From an optimization exercise on the open Yosys and OpenROAD flow, aimed at small area, a short achievable clock period and few clock cycles; shortcuts taken in it are not production practice. The RTL was checked by simulation tests, not by an equivalence proof against the original design. No activity file was given, so power comes from the tool's default toggle rates.

the previous run:
==> flow/design.v <==
`timescale 1ns / 1ps
module Top(
    input clk,
    input rst,
    output [8:0] imem_addr,
    input  [8:0] imem_data,
    output [17:0] dmem_addr,
    input  [8:0]  dmem_rdata,
    output        dmem_we,
    output [8:0]  dmem_wdata,
    output        done
);
localparam DS = 3;             
localparam DN = 18 / DS;       
localparam O_LDACR = 4'd0, O_LOAD = 4'd1, O_STORER = 4'd2, O_STACR = 4'd3,
           O_ADD = 4'd4, O_SUB = 4'd5, O_MUL = 4'd6, O_DIV = 4'd7,
           O_IMM = 4'd8, O_MULR = 4'd9, O_LDAC = 4'd10;
localparam C_NOP = 3'd0, C_INC = 3'd1, C_DEC = 3'd2, C_EXIT = 3'd3,
           C_JLSB = 3'd4, C_JNLSB = 3'd5, C_JNNEG = 3'd6, C_MULTI = 3'd7;
reg        rq;                 
reg [8:0]  pc, iw;
reg [1:0]  k;
reg [3:0]  op;
reg [17:0] ac, mar;
reg        c0, c17;            
reg        we, dn;
reg        ld;                 
reg        dvb;                
reg        mlb;                
reg [4:0]  cnt;
reg [17:0] r1, r2, r3, r4, r5, r6, r7, r8;
assign imem_addr  = pc;
assign dmem_addr  = mar;
assign dmem_we    = we;
assign dmem_wdata = ac[8:0];
assign done       = dn;
reg [2:0] c1;
reg [1:0] n1;
reg [3:0] mc;
always @* begin
    c1 = C_NOP; n1 = 2'd0; mc = O_LDACR;
    case (iw)
        9'd4:  begin c1 = C_MULTI; mc = O_LDAC;   end
        9'd11: begin c1 = C_MULTI; mc = O_LDACR;  end
        9'd18: begin c1 = C_MULTI; mc = O_LOAD;   end
        9'd22: begin c1 = C_MULTI; mc = O_STORER; end
        9'd25: begin c1 = C_MULTI; mc = O_STACR;  end
        9'd30: begin c1 = C_INC; n1 = 2'd1; end
        9'd32: begin c1 = C_INC; n1 = 2'd2; end
        9'd34: begin c1 = C_INC; n1 = 2'd3; end
        9'd36: begin c1 = C_DEC; n1 = 2'd1; end
        9'd38: begin c1 = C_DEC; n1 = 2'd2; end
        9'd40: begin c1 = C_DEC; n1 = 2'd3; end
        9'd42: begin c1 = C_MULTI; mc = O_ADD;  end
        9'd46: begin c1 = C_MULTI; mc = O_SUB;  end
        9'd50: begin c1 = C_MULTI; mc = O_MUL;  end
        9'd53: begin c1 = C_MULTI; mc = O_DIV;  end
        9'd56: begin c1 = C_MULTI; mc = O_IMM;  end
        9'd59: begin c1 = C_MULTI; mc = O_MULR; end
        9'd63: c1 = C_JLSB;
        9'd67: c1 = C_JNLSB;
        9'd71: c1 = C_JNNEG;
        9'd75: c1 = C_EXIT;
        default: c1 = C_NOP;
    endcase
end
reg [17:0] rd;
always @* begin
    case (iw[2:0])
        3'd0: rd = r8;
        3'd1: rd = r1;
        3'd2: rd = r2;
        3'd3: rd = r3;
        3'd4: rd = r4;
        3'd5: rd = r5;
        3'd6: rd = r6;
        default: rd = r7;
    endcase
end
wire busy  = ld | dvb;                     
wire k1x   = (k == 2'd1) && (c1 != C_MULTI);
wire needx = k1x || (k == 2'd2) || (k == 2'd3);
wire isj   = (k == 2'd1) && (c1 == C_JLSB || c1 == C_JNLSB || c1 == C_JNNEG);
wire jt    = (c1 == C_JLSB)  ? ~c0 :
             (c1 == C_JNLSB) ?  c0 : ~c17;
wire x1    = k1x && !busy;                        
wire x2    = (k == 2'd2) && !busy && !mlb;         
wire x3    = (k == 2'd3) && !busy;                 
wire ismul = (op == O_MUL) || (op == O_MULR);
wire        mfirst = x2 && ismul;
wire        mact   = mfirst || mlb;
wire [17:0] msrc   = (op == O_MULR) ? rd : {9'd0, iw};
wire [17:0] msh    = msrc >> cnt;
wire        mlast  = mlb ? (msh[17:1] == 17'd0) : (msrc[17:2] == 16'd0);
wire        sub = (k == 2'd1) ? (c1 == C_DEC) : (op == O_SUB && !mlb);
wire        xz  = mlb ? 1'b0 :
                  (k == 2'd1) ? 1'b0 :
                  (op == O_LOAD || op == O_IMM || op == O_STACR) ? 1'b1 :
                  ismul ? ~msrc[0] : 1'b0;
reg  [17:0] addy;
always @* begin
    if (mlb)                    addy = msh[0] ? mar : 18'd0;
    else if (k == 2'd1)         addy = {16'd0, n1};
    else case (op)
        O_ADD, O_SUB, O_LOAD, O_STACR: addy = rd;
        O_IMM:                  addy = {9'd0, iw};
        O_MUL, O_MULR:          addy = msrc[1] ? {ac[16:0], 1'b0} : 18'd0;
        default:                addy = 18'd0;         
    endcase
end
wire [17:0] addx = xz ? 18'd0 : ac;
wire [17:0] sum  = addx + (sub ? ~addy : addy) + {17'd0, sub};
wire        dfirst = x2 && (op == O_DIV);
wire [8:0]  dv     = dvb ? mar[8:0] : iw;
reg  [8:0]  drem;
reg  [17:0] dq;
reg  [9:0]  dt;
integer i;
always @* begin
    drem = dvb ? mar[17:9] : 9'd0;
    dq   = ac;
    for (i = 0; i < DS; i = i + 1) begin
        dt = {drem, dq[17]};
        if (dt >= {1'b0, dv}) begin
            drem = dt[8:0] - dv;
            dq   = {dq[16:0], 1'b1};
        end else begin
            drem = dt[8:0];
            dq   = {dq[16:0], 1'b0};
        end
    end
end
wire dlast = (cnt == DN - 1);
wire halt = (k == 2'd1) && (c1 == C_EXIT);
wire adv  = !(needx && busy) && !halt && !(mact && !mlast);
wire [17:0] rwd = ac & {18{~rq}};
wire        rwr = x2 && (op == O_STORER);
always @(posedge clk) begin
    if (rq || (rwr && iw[2:0] == 3'd1)) r1 <= rwd;
    if (rq || (rwr && iw[2:0] == 3'd2)) r2 <= rwd;
    if (rq || (rwr && iw[2:0] == 3'd3)) r3 <= rwd;
    if (rq || (rwr && iw[2:0] == 3'd4)) r4 <= rwd;
    if (rq || (rwr && iw[2:0] == 3'd5)) r5 <= rwd;
    if (rq || (rwr && iw[2:0] == 3'd6)) r6 <= rwd;
    if (rq || (rwr && iw[2:0] == 3'd7)) r7 <= rwd;
    if (rq || (rwr && iw[2:0] == 3'd0)) r8 <= rwd;
end
always @(posedge clk) begin
    rq <= rst;
    if (rq) begin
        pc <= 9'd0; k <= 2'd0;
        ac <= 18'd0; c0 <= 1'b0; c17 <= 1'b0;
        we <= 1'b0; dn <= 1'b0; ld <= 1'b0;
        dvb <= 1'b0; mlb <= 1'b0; cnt <= 5'd0;
    end else begin
        we <= 1'b0;
        ld <= 1'b0;
        if (adv) begin
            iw <= imem_data;
            if (isj) begin
                pc <= jt ? imem_data : pc + 9'd1;
                k  <= 2'd0;
            end else begin
                pc <= pc + 9'd1;
                if (k == 2'd1 && c1 == C_MULTI) begin
                    k  <= 2'd2;
                    op <= mc;
                end else if (k == 2'd2 && op == O_LDAC)
                    k <= 2'd3;
                else
                    k <= 2'd1;
            end
        end
        if (x1) begin
            if (c1 == C_INC || c1 == C_DEC) begin
                ac <= sum; c0 <= sum[0]; c17 <= sum[17];
            end
            if (c1 == C_EXIT) dn <= 1'b1;
        end
        if (x2) begin
            case (op)
                O_LOAD, O_ADD, O_SUB, O_IMM, O_MUL, O_MULR:
                          begin ac <= sum; c0 <= sum[0]; c17 <= sum[17]; end
                O_STORER: begin c0 <= sum[0]; c17 <= sum[17]; end
                O_STACR:  begin mar <= rd; we <= 1'b1; c0 <= sum[0]; c17 <= sum[17]; end
                O_LDACR:  begin mar <= rd; ld <= 1'b1; end
                O_LDAC:   mar[8:0] <= iw;
                default: ;
            endcase
        end
        if (x3) begin
            mar[17:9] <= iw;
            ld <= 1'b1;
        end
        if (ld) begin
            ac <= {9'd0, dmem_rdata}; c0 <= dmem_rdata[0]; c17 <= 1'b0;
        end
        if (mlb) begin
            ac <= sum; c0 <= sum[0]; c17 <= sum[17];
        end
        if (mact) begin
            if (mlast) begin
                mlb <= 1'b0; cnt <= 5'd0;
            end else begin
                mar <= mlb ? {mar[16:0], 1'b0} : {ac[15:0], 2'b00};
                mlb <= 1'b1; cnt <= mlb ? cnt + 5'd1 : 5'd2;
            end
        end
        if (dfirst || dvb) begin
            ac <= dq;
            if (dlast) begin
                c0 <= dq[0]; c17 <= dq[17];
                dvb <= 1'b0; cnt <= 5'd0;
            end else begin
                mar <= {drem, dv};
                dvb <= 1'b1; cnt <= cnt + 5'd1;
            end
        end
    end
end
endmodule
export LEC_CHECK = 0
export CAP_MARGIN = 20
export CORE_MARGIN = 2
export CORE_UTILIZATION = 40
export SLEW_MARGIN = 20
create_clock -name core_clock -period 74.0 [get_ports {clk}]
run.sh (not shown) runs the stock make flow with config.mk's settings and CLKGATE_MAP_FILE= SYNTH_SCRIPT=/design/flow/synth_recipe.tcl, a recipe that flattens the netlist after the stock synthesis.
Testbench counts of the previous run, summed over its fixed seeds: cycles 157,379.
Changes in the current run relative to the previous run:
-- flow/design.v --
<<< the previous run, line 28
reg        dvb;                
reg        mlb;                
reg [4:0]  cnt;
reg [17:0] r1, r2, r3, r4, r5, r6, r7, r8;
assign imem_addr  = pc;
>>> the current run, line 28
reg        dvb;                
reg        mlb;                
reg [3:0]  cnt;
reg [17:0] r1, r2, r3, r4, r5, r6, r7, r8;
assign imem_addr  = pc;
<<< the previous run, line 88
wire x3    = (k == 2'd3) && !busy;                 
wire ismul = (op == O_MUL) || (op == O_MULR);
wire        mfirst = x2 && ismul;
wire        mact   = mfirst || mlb;
wire [17:0] msrc   = (op == O_MULR) ? rd : {9'd0, iw};
wire [17:0] msh    = msrc >> cnt;
wire        mlast  = mlb ? (msh[17:1] == 17'd0) : (msrc[17:2] == 16'd0);
wire        sub = (k == 2'd1) ? (c1 == C_DEC) : (op == O_SUB && !mlb);
wire        xz  = mlb ? 1'b0 :
                  (k == 2'd1) ? 1'b0 :
                  (op == O_LOAD || op == O_IMM || op == O_STACR) ? 1'b1 :
                  ismul ? ~msrc[0] : 1'b0;
reg  [17:0] addy;
always @* begin
    if (mlb)                    addy = msh[0] ? mar : 18'd0;
    else if (k == 2'd1)         addy = {16'd0, n1};
    else case (op)
        O_ADD, O_SUB, O_LOAD, O_STACR: addy = rd;
        O_IMM:                  addy = {9'd0, iw};
        O_MUL, O_MULR:          addy = msrc[1] ? {ac[16:0], 1'b0} : 18'd0;
        default:                addy = 18'd0;         
    endcase
end
wire [17:0] addx = xz ? 18'd0 : ac;
wire [17:0] sum  = addx + (sub ? ~addy : addy) + {17'd0, sub};
wire        dfirst = x2 && (op == O_DIV);
wire [8:0]  dv     = dvb ? mar[8:0] : iw;
>>> the current run, line 88
wire x3    = (k == 2'd3) && !busy;                 
wire ismul = (op == O_MUL) || (op == O_MULR);
wire        sub  = (k == 2'd1) ? (c1 == C_DEC) : (op == O_SUB);
wire [17:0] addb = (k == 2'd1) ? {16'd0, n1} : rd;
wire [17:0] sum  = ac + (sub ? ~addb : addb) + {17'd0, sub};
wire        mact  = (x2 && ismul) || mlb;
wire [17:0] msrc  = (op == O_MULR) ? rd : {9'd0, iw};
wire [17:0] msh   = msrc >> {cnt, 1'b0};
wire [1:0]  mg    = msh[1:0];
wire        mlast = (msh[17:2] == 16'd0);
wire [17:0] prod  = (mg[0] ? ac : 18'd0) + (mg[1] ? {ac[16:0], 1'b0} : 18'd0)
                  + (mlb ? mar : 18'd0);
wire        dfirst = x2 && (op == O_DIV);
wire [8:0]  dv     = dvb ? mar[8:0] : iw;
<<< the previous run, line 152
        ac <= 18'd0; c0 <= 1'b0; c17 <= 1'b0;
        we <= 1'b0; dn <= 1'b0; ld <= 1'b0;
        dvb <= 1'b0; mlb <= 1'b0; cnt <= 5'd0;
    end else begin
        we <= 1'b0;
>>> the current run, line 139
        ac <= 18'd0; c0 <= 1'b0; c17 <= 1'b0;
        we <= 1'b0; dn <= 1'b0; ld <= 1'b0;
        dvb <= 1'b0; mlb <= 1'b0; cnt <= 4'd0;
    end else begin
        we <= 1'b0;
<<< the previous run, line 180
        if (x2) begin
            case (op)
                O_LOAD, O_ADD, O_SUB, O_IMM, O_MUL, O_MULR:
                          begin ac <= sum; c0 <= sum[0]; c17 <= sum[17]; end
                O_STORER: begin c0 <= sum[0]; c17 <= sum[17]; end
                O_STACR:  begin mar <= rd; we <= 1'b1; c0 <= sum[0]; c17 <= sum[17]; end
                O_LDACR:  begin mar <= rd; ld <= 1'b1; end
                O_LDAC:   mar[8:0] <= iw;
>>> the current run, line 167
        if (x2) begin
            case (op)
                O_LOAD:   begin ac <= rd; c0 <= rd[0]; c17 <= rd[17]; end
                O_STORER: begin c0 <= ac[0]; c17 <= ac[17]; end
                O_ADD, O_SUB:
                          begin ac <= sum; c0 <= sum[0]; c17 <= sum[17]; end
                O_IMM:    begin ac <= {9'd0, iw}; c0 <= iw[0]; c17 <= 1'b0; end
                O_STACR:  begin mar <= rd; we <= 1'b1; c0 <= rd[0]; c17 <= rd[17]; end
                O_LDACR:  begin mar <= rd; ld <= 1'b1; end
                O_LDAC:   mar[8:0] <= iw;
<<< the previous run, line 196
            ac <= {9'd0, dmem_rdata}; c0 <= dmem_rdata[0]; c17 <= 1'b0;
        end
        if (mlb) begin
            ac <= sum; c0 <= sum[0]; c17 <= sum[17];
        end
        if (mact) begin
            if (mlast) begin
                mlb <= 1'b0; cnt <= 5'd0;
            end else begin
                mar <= mlb ? {mar[16:0], 1'b0} : {ac[15:0], 2'b00};
                mlb <= 1'b1; cnt <= mlb ? cnt + 5'd1 : 5'd2;
            end
        end
>>> the current run, line 185
            ac <= {9'd0, dmem_rdata}; c0 <= dmem_rdata[0]; c17 <= 1'b0;
        end
        if (mact) begin
            if (mlast) begin
                ac <= prod; c0 <= prod[0]; c17 <= prod[17];
                mlb <= 1'b0; cnt <= 4'd0;
            end else begin
                mar <= prod;
                ac  <= {ac[15:0], 2'b00};
                mlb <= 1'b1; cnt <= cnt + 4'd1;
            end
        end
<<< the previous run, line 211
            if (dlast) begin
                c0 <= dq[0]; c17 <= dq[17];
                dvb <= 1'b0; cnt <= 5'd0;
            end else begin
                mar <= {drem, dv};
                dvb <= 1'b1; cnt <= cnt + 5'd1;
            end
        end
>>> the current run, line 199
            if (dlast) begin
                c0 <= dq[0]; c17 <= dq[17];
                dvb <= 1'b0; cnt <= 4'd0;
            end else begin
                mar <= {drem, dv};
                dvb <= 1'b1; cnt <= cnt + 4'd1;
            end
        end
### Flow results
Compared with the previous run, in the current run number of standard cells after synthesis up about 12%, number of clock sinks down 1, sequential share of layout area down 3.9 points, clock power flat.
The current run ended with every stage complete and zero timing, DRC or antenna violations.
Relative to the previous run, the current run degrades overall power after layout.
The current run vs. the previous run: fraction of standard cell area in multi-input logic increased 3.7 points; vias per cell increased by 0.17 relative to the old numbers; synthesis-to-layout area growth dropped 0.93 points.
Between the current run and the previous run, it is the current run whose post-route cell area is higher, by 11%.
Global-route usage was higher in the run labelled the current run.
Going from the previous run to the current run, number of antenna violations at the first check in global routing grows by 2.
On share of final layout cell area taken by non-clock buffers, the current run and the previous run are basically level.
Testbench counts of the current run, summed over its fixed seeds: cycles 157,355.

==> port drivers added, routing unchanged <==
The flow's constraints put no driver on any port. The routed layouts listed below were extracted and timed again, unchanged, in two steps.
Step 1: set_driving_cell puts a clkbuf_16 on clk and a buf_2 on each other input, an assumption about the parent block.
Step 2 moves the port delays by t, midway between the first and last clock arrival at a register: inputs arrive t later, outputs are due t later. That takes back most of the time a late clock gives input paths.
a / b / c = no drivers / after step 1 / after step 2; a / b = the first two.
| run | t (ns) | slack for setup (ns) | worst register clock-pin slew, ns | worst slew at a driven data input, ns | pins driven straight from the clock port |
|---|---|---|---|---|---|
| the previous run | 0.601 | 57.372 / 57.316 / 57.917 | 0.06 / 0.06 | 0.04 | 1 |
| the current run | 0.611 | 57.440 / 57.387 / 57.716 | 0.07 / 0.07 | 0.05 | 1 |
After both steps setup and hold are still met in every run listed.
